This is an optimization exercise on Yosys and OpenROAD, whose aim is small area, not a production implementation.
In this exercise RTL edits were held to simulation tests only and were not proved equivalent to the original.
No activity file was given, so power comes from the tool's default toggle rates.

==> module symb, before the edit <==
module symb(input clk, input rst, input tick, input [1:0] o, output [7:0] cnt, output reg chg, output reg [3:0] N, output reg [3:0] N34, output reg [3:0] N56);
reg EN;
reg [2:0] j;
reg [4:0] d;
wire clr = (o == 2'b01);
wire shift = o[1] & EN;
always @(posedge clk) begin
  EN <= ~o[1];
  if (rst) begin j <= 0; d <= 0; chg <= 0; end
  else if (clr) begin chg <= 1; j <= 0; d <= 0; end
  else if (shift) begin
    j <= {j[1] | (j[2] & ~j[0]), j[0], ~j[2]};
    d <= {d[3:0], o[0]};
    chg <= 0;
  end
end
wire [4:0] p = {j[2] & ~j[1], j[2] & ~j[0], j[2], j[1] | j[2], j[0] | j[2]};
assign cnt = {p[3], d[3], p[2], d[2], p[1], d[1], p[0], d[0]};
wire [3:0] dec = ~p[4] ? 4'b0000 :
  (d == 5'b11111) ? 4'b1111 :
  (d == 5'b01111) ? 4'b0001 :
  (d == 5'b00111) ? 4'b1100 :
  (d == 5'b00011) ? 4'b1000 :
  (d == 5'b00001) ? 4'b0010 :
  (d == 5'b00000) ? 4'b1011 :
  (d == 5'b10000) ? 4'b1101 :
  (d == 5'b11000) ? 4'b1001 :
  (d == 5'b11100) ? 4'b1110 :
  (d == 5'b11110) ? 4'b1010 :
  4'b0000;
always @(posedge clk) begin
  if (rst) begin N <= 4'b0000; N34 <= 4'b0000; end
  else begin
    if (tick) N <= dec;
    if (clr & ~chg) N34 <= N;
  end
  if (!rst && clr && !chg) N56 <= N34;
end
endmodule
==> module disp, before the edit <==
module disp(input clk, input rst, input tick, input a, input [1:0] b, input [3:0] N, N34, N56, output [7:0] DISPLAYOUT, output [5:0] DIG);
wire na = ~a;
wire [1:0] nb = {b[0], ~(b[1] | b[0])};
wire selN = na ? (nb == 2'b00) : (nb == 2'b10);
wire sel34 = na ? (nb == 2'b10) : (nb == 2'b01);
wire [3:0] ch = selN ? N : sel34 ? N34 : N56;
wire valid = (ch != 4'b0000);
reg [3:0] nib;
always @(posedge clk)
  if (rst) nib <= 4'b0000;
  else if (tick) nib <= na ? (valid ? 4'b1000 : 4'b1111) : (valid ? ch : 4'b1111);
assign DISPLAYOUT[0] = nib[3];
assign DISPLAYOUT[1] = ~((~nib[2] & nib[1] & nib[0]) | (~nib[3] & ~nib[1] & ~nib[0]));
assign DISPLAYOUT[2] = ~((~nib[3] & ~nib[1] & ~nib[0]) | (nib[2] & ~nib[1]));
assign DISPLAYOUT[3] = ~((~nib[3]) | (~nib[2] & ~nib[1] & nib[0]));
assign DISPLAYOUT[4] = nib[2];
assign DISPLAYOUT[5] = nib[1];
assign DISPLAYOUT[6] = (nib[3] & ~nib[0]) | (~nib[2] & nib[1]);
assign DISPLAYOUT[7] = (nib[2] & ~nib[1] & nib[0]);
wire R = &b;
assign DIG[0] = ~(b == 2'b10 & ~a) & ~R;
assign DIG[1] = ~(b == 2'b00 & a) & ~R;
assign DIG[2] = ~(b == 2'b01 & ~a) & ~R;
assign DIG[3] = ~(b == 2'b10 & a) & ~R;
assign DIG[4] = ~(b == 2'b00 & ~a) & ~R;
assign DIG[5] = ~(b == 2'b01 & a) & ~R;
endmodule
==> flow/config.mk <==
export PLATFORM = sky130hd
export DESIGN_NAME = main
export DESIGN_NICKNAME = main
export VERILOG_FILES = /design/flow/design.v
export SDC_FILE = /design/flow/constraint.sdc
export NUM_CORES = 4
export LEC_CHECK = 0
export ABC_AREA = 1
export CAP_MARGIN = 20
export CORE_MARGIN = 2
export CORE_UTILIZATION = 40
export SLEW_MARGIN = 20
==> flow/constraint.sdc <==
create_clock -name core_clock -period 10.0 [get_ports {clk}]
set_input_delay 2.0000 -clock core_clock [delete_from_list [all_inputs] [get_ports {clk}]]
set_output_delay 2.0000 -clock core_clock [all_outputs]
set_load 0.01 [all_outputs]
standard.sh (not shown) runs the stock make flow with config.mk's settings and CLKGATE_MAP_FILE= SYNTH_SCRIPT=/design/flow/synth_recipe.tcl, a recipe that flattens the netlist after the stock synthesis.
==> flow/flow/run.sh <==
#!/bin/bash
# Standard ORFS layout (bash standard.sh), with these changes to how it is made:
#  * synthesis extracts no half/full-adder cells, and ABC maps for area only
#    (flow/abc_area.script replaces ORFS's, which buffers and upsizes for
#    speed; the 10 ns clock leaves ample slack),
#  * ports are buffered with buf_1 instead of the default buffer,
#  * the clock tree uses clkbuf_8 and no dummy loads.
# make's output goes to flow.log; each ORFS step logs to orfs/logs/.
set -euo pipefail
here=$PWD
rm -rf "$here/scripts"
cp -r "$FLOW_HOME/scripts" "$here/scripts"
cp "$here/flow/abc_area.script" "$here/scripts/abc_area.script"
export SCRIPTS_DIR="$here/scripts"
export ADDER_MAP_FILE=""
export BUFFER_PORTS_ARGS="-buffer_cell sky130_fd_sc_hd__buf_1"
export CTS_ARGS="-sink_clustering_enable -repair_clock_nets -dont_use_dummy_load -buf_list sky130_fd_sc_hd__clkbuf_8"
bash standard.sh finish > "$here/flow.log" 2>&1
==> flow/flow/abc_area.script <==
strash
ifraig
scorr
dc2
dch -f
amap
strash
dc2
dch -f
amap
topo
Rerun with:
--- a/flow/design.v
+++ b/flow/design.v
@@ -60,20 +60,20 @@
 end
 wire [4:0] p = {j[2] & ~j[1], j[2] & ~j[0], j[2], j[1] | j[2], j[0] | j[2]};
 assign cnt = {p[3], d[3], p[2], d[2], p[1], d[1], p[0], d[0]};
-wire [3:0] dec = ~p[4] ? 4'b0000 :
-  (d == 5'b11111) ? 4'b1111 :
-  (d == 5'b01111) ? 4'b0001 :
-  (d == 5'b00111) ? 4'b1100 :
-  (d == 5'b00011) ? 4'b1000 :
-  (d == 5'b00001) ? 4'b0010 :
-  (d == 5'b00000) ? 4'b1011 :
-  (d == 5'b10000) ? 4'b1101 :
-  (d == 5'b11000) ? 4'b1001 :
-  (d == 5'b11100) ? 4'b1110 :
-  (d == 5'b11110) ? 4'b1010 :
-  4'b0000;
+wire [3:0] dec = ~p[4] ? 4'd15 :
+  (d == 5'b11111) ? 4'd0 :
+  (d == 5'b01111) ? 4'd1 :
+  (d == 5'b00111) ? 4'd2 :
+  (d == 5'b00011) ? 4'd3 :
+  (d == 5'b00001) ? 4'd4 :
+  (d == 5'b00000) ? 4'd5 :
+  (d == 5'b10000) ? 4'd6 :
+  (d == 5'b11000) ? 4'd7 :
+  (d == 5'b11100) ? 4'd8 :
+  (d == 5'b11110) ? 4'd9 :
+  4'd15;
 always @(posedge clk) begin
-  if (rst) begin N <= 4'b0000; N34 <= 4'b0000; end
+  if (rst) begin N <= 4'd15; N34 <= 4'd15; end
   else begin
     if (tick) N <= dec;
     if (clr & ~chg) N34 <= N;
@@ -87,19 +87,19 @@
 wire selN = na ? (nb == 2'b00) : (nb == 2'b10);
 wire sel34 = na ? (nb == 2'b10) : (nb == 2'b01);
 wire [3:0] ch = selN ? N : sel34 ? N34 : N56;
-wire valid = (ch != 4'b0000);
+wire valid = ~&ch;
 reg [3:0] nib;
 always @(posedge clk)
-  if (rst) nib <= 4'b0000;
-  else if (tick) nib <= na ? (valid ? 4'b1000 : 4'b1111) : (valid ? ch : 4'b1111);
-assign DISPLAYOUT[0] = nib[3];
-assign DISPLAYOUT[1] = ~((~nib[2] & nib[1] & nib[0]) | (~nib[3] & ~nib[1] & ~nib[0]));
-assign DISPLAYOUT[2] = ~((~nib[3] & ~nib[1] & ~nib[0]) | (nib[2] & ~nib[1]));
-assign DISPLAYOUT[3] = ~((~nib[3]) | (~nib[2] & ~nib[1] & nib[0]));
-assign DISPLAYOUT[4] = nib[2];
-assign DISPLAYOUT[5] = nib[1];
-assign DISPLAYOUT[6] = (nib[3] & ~nib[0]) | (~nib[2] & nib[1]);
-assign DISPLAYOUT[7] = (nib[2] & ~nib[1] & nib[0]);
+  if (rst) nib <= 4'd15;
+  else if (tick) nib <= na ? (valid ? 4'd3 : 4'd0) : (valid ? ch : 4'd0);
+assign DISPLAYOUT[0] = (~nib[3] & nib[2] & nib[0]) | (~nib[3] & nib[1]) | (nib[3] & ~nib[2]) | (~nib[2] & ~nib[0]);
+assign DISPLAYOUT[1] = (~nib[3] & nib[1]) | (~nib[2]) | (~nib[0]);
+assign DISPLAYOUT[2] = (~nib[3] & nib[0]) | (~nib[1]);
+assign DISPLAYOUT[3] = ~((~nib[3] & ~nib[2] & ~nib[1] & nib[0]) | (nib[2] & ~nib[1] & ~nib[0]) | (nib[2] & nib[1] & nib[0]));
+assign DISPLAYOUT[4] = ~((nib[2] & ~nib[1]) | (nib[0]));
+assign DISPLAYOUT[5] = ~((~nib[3] & ~nib[2] & nib[0]) | (nib[1]));
+assign DISPLAYOUT[6] = ~((~nib[3] & ~nib[2] & ~nib[1]) | (nib[2] & nib[1]));
+assign DISPLAYOUT[7] = (nib[2] & nib[1] & ~nib[0]);
 wire R = &b;
 assign DIG[0] = ~(b == 2'b10 & ~a) & ~R;
 assign DIG[1] = ~(b == 2'b00 & a) & ~R;
Result: Sequential share of layout area is lower by 1.6 points. First-iteration DRC count rises by 100%. Total power grows by 0.84%. Maximum frequency hardly moves. Count of clock-buffer cells in the layout does not change. Core utilization rises by 0.76 points. Design area grows by 3.6%. Via count rises by 6.0%. Synthesized area rose by 2.9%.

-- what the ideal ports hide --
The flow's constraints put no driver on any port. The routed layouts listed below were extracted and timed again, unchanged, in two steps.
Step 1 (the two cells are an assumption about what drives the block):
set clk [get_ports {clk}]
set_driving_cell -lib_cell sky130_fd_sc_hd__clkbuf_16 $clk
set_driving_cell -lib_cell sky130_fd_sc_hd__buf_2 [delete_from_list [all_inputs] $clk]
Step 2, shift: input delay + t, output delay - t, t = (earliest + latest rising clock arrival at the registers) / 2. This alone moves slack from input paths to output paths.
a / b / c = no drivers / after step 1 / after step 2; a / b = the first two.
run	shift t [ns]	slack for setup (ns)	hold WS [ns]	latest minus earliest clock arrival (ns)	worst register clock-pin slew, ns
the first run	0.324	6.572 / 6.545 / 6.861	0.432 / 0.432 / 0.432	0.020 / 0.019	0.10 / 0.10
the second run	0.323	6.572 / 6.545 / 6.867	0.417 / 0.417 / 0.417	0.012 / 0.013	0.09 / 0.09
After both steps setup and hold are still met in every run listed.
